This is an optimization exercise on Yosys and OpenROAD, whose aim is small area, not a production implementation. Where RTL was checked, it was by simulation tests only, not by an equivalence proof against the original. Power and IR drop assume default switching activity.

Design systolic_array_3x3, start of the top module:
module systolic_array_3x3(
    input clk,
    input rst,
    input [71:0] a,
    input [71:0] b,
    output [143:0] c
);
Size in the first run: about 1500 cells after synthesis, ~180 flip-flops, roughly 18000 um^2 of cells after synthesis.
==> flow/config.mk <==
export PLATFORM = sky130hd
export DESIGN_NAME = systolic_array_3x3
export DESIGN_NICKNAME = systolic_array_3x3
export VERILOG_FILES = /design/flow/design.v
export SDC_FILE = /design/flow/constraint.sdc
export NUM_CORES = 4
export LEC_CHECK = 0
export CAP_MARGIN = 20
export CORE_MARGIN = 2
export CORE_UTILIZATION = 40
export PLACE_DENSITY = 0.6
export SLEW_MARGIN = 20
export SYNTH_HIERARCHICAL = 1
==> flow/constraint.sdc <==
create_clock -name core_clock -period 8.0 [get_ports {clk}]
set_input_delay 1.6000 -clock core_clock [delete_from_list [all_inputs] [get_ports {clk}]]
set_output_delay 1.6000 -clock core_clock [all_outputs]
set_load 0.01 [all_outputs]
run.sh (not shown) runs the stock make flow with config.mk's settings and CLKGATE_MAP_FILE= SYNTH_SCRIPT=/design/flow/synth_recipe.tcl, a recipe that flattens the netlist after the stock synthesis.
The starting point finished but fails on setup timing.
Rerun with:
--- a/flow/design.v
+++ b/flow/design.v
@@ -1,54 +1,53 @@
 module systolic_array_3x3(
     input clk,
     input rst,
     input [71:0] a,
     input [71:0] b,
     output [143:0] c
 );
-reg [7:0] a00, a01, a02, a10, a11, a12, a20, b00, b10, b20, b01, b11, b21, b02;
-wire [7:0] a00n = ~a00, a01n = ~a01, a02n = ~a02, a10n = ~a10, a11n = ~a11, a12n = ~a12, a20n = ~a20, b00n = ~b00, b10n = ~b10, b20n = ~b20, b01n = ~b01, b11n = ~b11, b21n = ~b21, b02n = ~b02;
+reg [7:0] a00n, a01n, a02n, a10n, a11n, a12n, a20n, b00n, b10n, b20n, b01n, b11n, b21n, b02n;
 reg [15:0] c11, c12, c21, c22;
 wire [15:0] c00, c01, c02, c10, c20;
 wire [15:0] n11, n12, n21, n22;
 always @(posedge clk or posedge rst) begin
     if (rst) begin
-        a00 <= 8'd0;
-        a01 <= 8'd0;
-        a02 <= 8'd0;
-        a10 <= 8'd0;
-        a11 <= 8'd0;
-        a12 <= 8'd0;
-        a20 <= 8'd0;
-        b00 <= 8'd0;
-        b10 <= 8'd0;
-        b20 <= 8'd0;
-        b01 <= 8'd0;
-        b11 <= 8'd0;
-        b21 <= 8'd0;
-        b02 <= 8'd0;
+        a00n <= 8'hff;
+        a01n <= 8'hff;
+        a02n <= 8'hff;
+        a10n <= 8'hff;
+        a11n <= 8'hff;
+        a12n <= 8'hff;
+        a20n <= 8'hff;
+        b00n <= 8'hff;
+        b10n <= 8'hff;
+        b20n <= 8'hff;
+        b01n <= 8'hff;
+        b11n <= 8'hff;
+        b21n <= 8'hff;
+        b02n <= 8'hff;
         c11 <= 16'd0; c12 <= 16'd0; c21 <= 16'd0; c22 <= 16'd0;
     end else begin
-        a00 <= a[7:0];
-        a01 <= a[15:8];
-        a02 <= a[23:16];
-        a10 <= a00;
-        a11 <= a01;
-        a12 <= a02;
-        a20 <= a10;
-        b00 <= b[7:0];
-        b10 <= b[31:24];
-        b20 <= b[55:48];
-        b01 <= b00;
-        b11 <= b10;
-        b21 <= b20;
-        b02 <= b01;
+        a00n <= ~a[7:0];
+        a01n <= ~a[15:8];
+        a02n <= ~a[23:16];
+        a10n <= a00n;
+        a11n <= a01n;
+        a12n <= a02n;
+        a20n <= a10n;
+        b00n <= ~b[7:0];
+        b10n <= ~b[31:24];
+        b20n <= ~b[55:48];
+        b01n <= b00n;
+        b11n <= b10n;
+        b21n <= b20n;
+        b02n <= b01n;
         c11 <= n11; c12 <= n12; c21 <= n21; c22 <= n22;
     end
 end
 assign c = {c22, c21, c20, c12, c11, c10, c02, c01, c00};
 wire p1;
 wire p2;
 wire p3;
 wire p4;
 wire p5;
 wire p6;
=> The changed run produced a layout that fails on setup timing; setup slack improved by 0.034 ns; area after synthesis is lower slightly; die area drops slightly; register-to-register slack gets worse by 0.17 ns; combinational power climbs slightly; final cell count went down by a few percent; power climbs slightly; worst hold slack improves by 0.028 ns; final area fell slightly; flip-flop and latch count is unchanged; routed wire length goes up by a few percent; sequential share of layout area went up by 0.78 points.
Function was not checked in any run of this note: the RTL went through the layout flow alone.

========
Another version of the RTL of systolic_array_3x3 (not shown whole).
Size: about 1,500 cells after synthesis, roughly 290 I/O pins, ~18,000 µm² of cells after synthesis.
// systolic_array_3x3
module systolic_array_3x3(
    input clk,
    input rst,
    input [71:0] a,
    input [71:0] b,
    output [143:0] c
);
export LEC_CHECK = 0
export CAP_MARGIN = 20
export CORE_MARGIN = 2
export CORE_UTILIZATION = 40
export CTS_BUF_LIST = sky130_fd_sc_hd__clkbuf_8
export PLACE_DENSITY = 0.6
export SLEW_MARGIN = 20
export SYNTH_HIERARCHICAL = 1
export BUFFER_PORTS_ARGS = -buffer_cell sky130_fd_sc_hd__buf_1
export CTS_ARGS = -sink_clustering_enable -repair_clock_nets -buf_list sky130_fd_sc_hd__clkbuf_8 -dont_use_dummy_load
export GPL_KEEP_OVERFLOW = 0
create_clock -name core_clock -period 8.0 [get_ports {clk}]
standard.sh (not shown) runs the stock make flow with config.mk's settings and CLKGATE_MAP_FILE= SYNTH_SCRIPT=/design/flow/synth_recipe.tcl, a recipe that flattens the netlist after the stock synthesis.
==> flow/flow/run.sh <==
#!/bin/bash
# Own layout flow: the standard ORFS flow (standard.sh, unchanged
# synthesis) with three placement/clock-tree settings changed:
#  - the port buffers use the smallest buffer cell instead of the default;
#  - the clock tree is built from clkbuf_8 cells without dummy loads;
#  - buffers that timing-driven global placement adds as a trial are not kept.
# ORFS keeps each step's full log under orfs/logs/; make's own output goes to
# standard_flow.log in this folder.
set -euo pipefail
cat >> config.mk <<'EOM'
export BUFFER_PORTS_ARGS = -buffer_cell sky130_fd_sc_hd__buf_1
export CTS_ARGS = -sink_clustering_enable -repair_clock_nets -buf_list sky130_fd_sc_hd__clkbuf_8 -dont_use_dummy_load
export GPL_KEEP_OVERFLOW = 0
EOM
bash standard.sh > standard_flow.log 2>&1
The first run completed with no timing, DRC or antenna violations.
Change:
--- a/flow/design.v
+++ b/flow/design.v
@@ -2,44 +2,46 @@
     input clk,
     input rst,
     input [71:0] a,
     input [71:0] b,
     output [143:0] c
 );
-reg [7:0] a00n, a01n, a02n, a10n, a11n, a12n, a20n, b00n, b10n, b20n, b01n, b11n, b21n, b02n;
+reg [7:0] a10n, a11n, a12n, a20n, b01n, b11n, b21n, b02n;
+reg [7:0] a00, a01, a02, b00, b10, b20;
+wire [7:0] a00n = ~a00, a01n = ~a01, a02n = ~a02, b00n = ~b00, b10n = ~b10, b20n = ~b20;
 reg [15:0] c11, c12, c21, c22;
 wire [15:0] c00, c01, c02, c10, c20;
 wire [15:0] n11, n12, n21, n22;
 always @(posedge clk or posedge rst) begin
     if (rst) begin
-        a00n <= 8'hff;
-        a01n <= 8'hff;
-        a02n <= 8'hff;
+        a00 <= 8'd0;
+        a01 <= 8'd0;
+        a02 <= 8'd0;
         a10n <= 8'hff;
         a11n <= 8'hff;
         a12n <= 8'hff;
         a20n <= 8'hff;
-        b00n <= 8'hff;
-        b10n <= 8'hff;
-        b20n <= 8'hff;
+        b00 <= 8'd0;
+        b10 <= 8'd0;
+        b20 <= 8'd0;
         b01n <= 8'hff;
         b11n <= 8'hff;
         b21n <= 8'hff;
         b02n <= 8'hff;
         c11 <= 16'd0; c12 <= 16'd0; c21 <= 16'd0; c22 <= 16'd0;
     end else begin
-        a00n <= ~a[7:0];
-        a01n <= ~a[15:8];
-        a02n <= ~a[23:16];
+        a00 <= a[7:0];
+        a01 <= a[15:8];
+        a02 <= a[23:16];
         a10n <= a00n;
         a11n <= a01n;
         a12n <= a02n;
         a20n <= a10n;
-        b00n <= ~b[7:0];
-        b10n <= ~b[31:24];
-        b20n <= ~b[55:48];
+        b00 <= b[7:0];
+        b10 <= b[31:24];
+        b20 <= b[55:48];
         b01n <= b00n;
         b11n <= b10n;
         b21n <= b20n;
         b02n <= b01n;
         c11 <= n11; c12 <= n12; c21 <= n21; c22 <= n22;
     end
@@ -3108,15 +3110,12 @@
     assign co = (a & b) | (a & ci) | (b & ci);
 endmodule
 module ha(input a, input b, output s, output co);
     assign s = a ^ b;
     assign co = a & b;
 endmodule
-module an(input a, input b, output y);
-    assign y = a & b;
-endmodule
 module xr(input a, input b, output y);
     assign y = a ^ b;
 endmodule
 module xn(input a, input b, output y);
     assign y = ~(a ^ b);
 endmodule
The new run went through all stages and came out clean; worst setup slack loses 0.053 ns; combinational power stays flat; worst hold slack gains 0.011 ns; clock-buffer cell count does not change; routed wire length climbs by 1.1%; synthesized cell count does not change; via count increases by 0.99%; cell count is about the same; critical path depth came out higher by 1; area after synthesis falls by 0.33%; clock power stays flat; sequential share of layout area is lower by 0.28 points; power drops by 0.85%; global-route usage rose by 0.13 points.

## afterwards: timing with drivers on the ports
How much do the figures lean on ideal ports? The routed layouts below were timed once more, with nothing changed but the port constraints. Step 1 assumes that a clkbuf_16 drives the clock port and a buf_2 every other input. Step 2 also shifts input and output timing later by t, the mid clock arrival at the registers, as if the neighbouring blocks saw the same clock. Three values: ideal ports, drivers, drivers and shift; two values: the first two.
run | shift t [ns] | setup WS [ns] | worst setup path at the end
the first run of note 1 | 0.510 | -0.056 / -0.109 / 0.401 | register to output
the second run of note 1 | 0.539 | -0.022 / -0.081 / 0.319 | register to register
the first run of note 2 | 0.591 | 0.344 / 0.297 / 0.714 | register to register
the second run of note 2 | 0.595 | 0.291 / 0.242 / 0.629 | register to register
